Source: an optimization exercise on an open RTL-to-GDS flow (aim: small area and a short achievable clock period). Production flows keep margins and buffers that such runs may drop.
No run shown here included a check of the RTL's function; only the layout flow was run.

## flow/design.v (module list and top-level ports; edited modules follow where they fit)
// module sin_cos: 3627 lines
module sin_cos (
  input clock, input [15:0] angle, output [15:0] cos, output [15:0] sin);
  // ...
==> flow/run.sh <==
#!/bin/bash
# synth_recipe.tcl (not shown) runs the flow's synth.tcl, then flattens the netlist and writes it again
# the make line also repeats each setting of config.mk as NAME=value (left out here)
make -C /OpenROAD-flow-scripts/flow DESIGN_CONFIG=/design/flow/config.mk WORK_HOME=/design/flow/orfs CLKGATE_MAP_FILE= SYNTH_SCRIPT=/design/flow/synth_recipe.tcl finish
==> flow/config.mk <==
export PLATFORM = sky130hd
export DESIGN_NAME = sin_cos
export DESIGN_NICKNAME = sin_cos
export VERILOG_FILES = /design/flow/design.v
export SDC_FILE = /design/flow/constraint.sdc
export NUM_CORES = 4
export LEC_CHECK = 0
export ABC_CLOCK_PERIOD_IN_PS = 2700
export CAP_MARGIN = 20
export CORE_MARGIN = 2
export CORE_UTILIZATION = 40
export CTS_BUF_LIST = sky130_fd_sc_hd__clkbuf_8
export CTS_CLUSTER_DIAMETER = 45
export CTS_CLUSTER_SIZE = 20
export SETUP_SLACK_MARGIN = 3.75
export SLEW_MARGIN = 20
==> flow/constraint.sdc <==
create_clock -name core_clock -period 6.5 [get_ports {clock}]
set_input_delay 1.3000 -clock core_clock [delete_from_list [all_inputs] [get_ports {clock}]]
set_output_delay 1.3000 -clock core_clock [all_outputs]
set_load 0.01 [all_outputs]
==> flow_summary.ini, run 1 <==
[cells_and_area]
multi_input_area_share_pct = 50.9
final_cell_mix = dfxtp_1, inv_1, xnor2_1
fillers = 10000
comb.multi_input.count = 2896
final_area_mm2 = 0.0504
insertedDiodeCount = 2
layout.nets = 5064

[global_route]
antenna_found_initial = 3
grt_pass1_wl_um = 165000
gr-usage-met2_pct = 33.1
grt_max_degree = 85

[yosys]
yosys_warnings = 1
synth_top_family_by_area = adder cells
yosysMostFrequentCell = dfxtp_1
synth-main-ff-cell = dfxtp_1

[sta]
finClkSkew_ps = 53.3
finalSetupViolCount = 0
slew_headroom_pct = 37.5
worst_pin_slew_ps = 936

[clock_network]
cts_buffer_depth = 3

[status]
status = complete, no violations

[setup_path]
critPathArrivalTime_ps = 3810
r2r_slack_ps = 3370

[drt]
routed-wl-met2_um = 53400
drt-wirelength-per-cell_um = 17.6

[hold_path]
hp-start = r4[0]

[floorplanning]
ios = 49

[placement]
place_area_mm2 = 0.0446
==> inputs of run 2 (changes only) <==
==> flow/config.mk (replaced) <==
export PLATFORM = sky130hd
export DESIGN_NAME = sin_cos
export DESIGN_NICKNAME = sin_cos
export VERILOG_FILES = /design/flow/design.v
export SDC_FILE = /design/flow/constraint.sdc
export NUM_CORES = 4
export LEC_CHECK = 0
export ABC_AREA = 1
export CAP_MARGIN = 20
export CORE_MARGIN = 2
export CORE_UTILIZATION = 40
export SETUP_SLACK_MARGIN = 3.8
export SLEW_MARGIN = 20
==> flow_summary.ini, run 2 <==
[clock_network]
cts_sinks = 794
htreeDepth = 3
cts_tree = yes
cts_buffer_depth = 3
clock_latency_ps = 710
cts_root_buffer = clkbuf_16
cts_buffers = 88
cts_hold_buf = 0
clkTransAtPathRegs_ps = 80

[yosys]
ys_top_cells_by_area = dfxtp_1, nand2_1, fa_1
synth.top_cell.area_share_pct = 34.2
syn_inst = 5969
yosysUniqueCellTypes = 56
synth_edf_count = 0
synth_seq_cells = 794
synthArstFlopShare_pct = 0
yosys_warnings = 1
yosysMostFrequentCell = nand2_1
synthTopCellsByCount = nand2_1, inv_1, dfxtp_1, xor2_1, nor2_1
avgSynthCellArea_um2 = 7.80
synth-seq-area-share_pct = 34.2
synth.cell_area_mm2 = 0.0465
synth-main-ff-cell = dfxtp_1
synth_nets = 6511
yosysTopAreaCell = dfxtp_1

[setup_path]
cp.depth = 8
worstPathCellList = clkinvlp_4 > buf_6 > buf_4 > o22ai_1 > xor2_1 > fa_1 > fa_1 > fa_1
setup.worst_path.class = reg2reg
critPathRequiredTime_ps = 7050
max_stage_delay_ps = 470
crit_slowest_cell = fa_1
critical_path.top_delay_family = adder cells
end_kind = flip-flop
critPathArrivalTime_ps = 3290
path_max_fanout = 4
critPathBufInv = 3
reg2regPathDepth = 8
startpoint_type = flip-flop
crit_path_frequent_cell = fa_1

[cells_and_area]
fillers = 11400
reg_top3 = pc_h0 (32), ps_h0 (32), ps_h1 (31)
drive_above_1_share_pct = 8.44
insertedDiodeCount = 0
regArea_mm2 = 0.0160
final_area_mm2 = 0.0533
final_common_cell = nand2_1
multiInputGateArea_mm2 = 0.0262
final_cell_mix = nand2_1, inv_1, dfxtp_1
layout.nets = 6614
area_growth_pct = 14.5

[drt]
drc = 0
first_pass_iters = 6
num_vias = 38200
vias_per_cell = 4.99
final_antenna_net_count = 0
wl_um = 125000
drt_iter0_drc = 2892
drt-wirelength-per-cell_um = 16.3

[sta]
fin_crit_ps = 2740
tns_ps = 0
rsz0062_at_grt = yes
fin_crit_sh_pct = 42.1
drv_slew = 0
hold_violations = 0
finalSetupViolCount = 0
slew_headroom_pct = 44.1
max_freq_mhz = 365
finClkSkew_ps = 61.3
worst_pin_slew_ps = 836

[placement]
numPortBuffers = 48
place_congestion = 0.935
place_area_mm2 = 0.0482
dpl.hpwl_um = 90000

[global_route]
grtUsageMet3_pct = 3.43
overflow = 0
grt_busiest_layer = met2
grt_pass1_wl_um = 198000
antenna_found_initial = 0
grt_max_degree = 58
gr-usage-met2_pct = 36.8
gr-usage-all-layers_pct = 20.7
grt_pass1_vias = 37500
grtUsageMet1_pct = 24.5

[floorplanning]
initial_core_util_pct = 40.2
die-area_mm2 = 0.119
core_mm2 = 0.116
rows = 125
die_y_um = 345
ios = 49
die_w_um = 345

[hold_path]
worstHoldPathType = reg2reg
hold_depth = 0

[status]
status = complete, no violations

[flow_run]
drv_cap = 0
[run 2: per-stage QoR]
stage               setup WS, ps  util [%]  hold WS [ps]  std cells
CTS                         3780      45.3           315       7619
finish                      3760      46.0           323       7665
global route                3700      46.0           319       7665
global placement            2410      41.7           310       7385
floorplan                   3800         -           310       5969
detailed placement          2840      41.7           312       7385
[run 2: metal layers]
| layer | vias to the layer above | wire [um] |
|---|---|---|
| met5 | - | 0 |
| met4 | 0 | 5310 |
| met3 | 323 | 8600 |
| met2 | 1342 | 61300 |
| met1 | 17700 | 49700 |
| li1 | 18800 | - |
[run 2: cells by family (layout without fill, tap and decap cells)]
group | after synthesis | count (layout) | share of synthesized area (%)
DFF | 794 | 794 | 34.2
buffers and inverters | 1209 | 1381 | 10.2
and+or+nand+nor | 2333 | 2333 | 20.5
AOI/OAI and AO/OA | 691 | 691 | 8.73
adders and majority gates | 527 | 527 | 18.5
xor gates and xnor gates | 410 | 410 | 7.75
muxes | 5 | 5 | 0.121
[run 2: final cells by class]
type | instances | share of cell area, %
flip-flops and latches | 794 | 30.0
clock inverters | 44 | 1.36
multi-input cells | 3966 | 49.2
inverters | 1026 | 7.60
repair inverters | 8 | 0.113
well taps | 1524 | 3.58
repair buffers | 188 | 3.48
clock buffers | 115 | 4.64
[run 2: final timing paths]
kind                  from         to  slack, ps
hold reg to reg      r3[0]      r4[0]        320
setup reg to reg  b_one[1]  pc_h1[19]       3760
hold / removal       r3[0]      r4[0]        320
setup / recovery  b_one[1]  pc_h1[19]       3760
[run 2: what timing repair did]
action,CTS,global route
setup endpoints to repair,187,111
pin swaps,3,28
gates resized for setup,145,119
buffers inserted,67,44
cloned,8,2

-- static timing again, ports no longer ideal --
No port has a modelled driver above. Below, the same layouts with a new extraction and two added sets of constraints. Step 1 assumes that a clkbuf_16 drives the clock port and a buf_2 every other input. Step 2, shift: input delay + t, output delay - t, t = (earliest + latest rising clock arrival at the registers) / 2. This alone moves slack from input paths to output paths. Three values: ideal ports, drivers, drivers and shift; two values: the first two.
run | t (ns) | setup WS [ns] | worst register clock-pin slew, ns | worst slew at a driven data input, ns
run 1 | 0.831 | 3.366 / 3.366 / 3.186 | 0.10 / 0.10 | 0.03
run 2 | 0.739 | 3.761 / 3.761 / 3.608 | 0.08 / 0.08 | 0.03
After both steps every run listed still meets setup and hold. For run 1, which loses most, drivers alone change the setup slack by 0.000 ns; drivers and shift together by -0.180 ns.
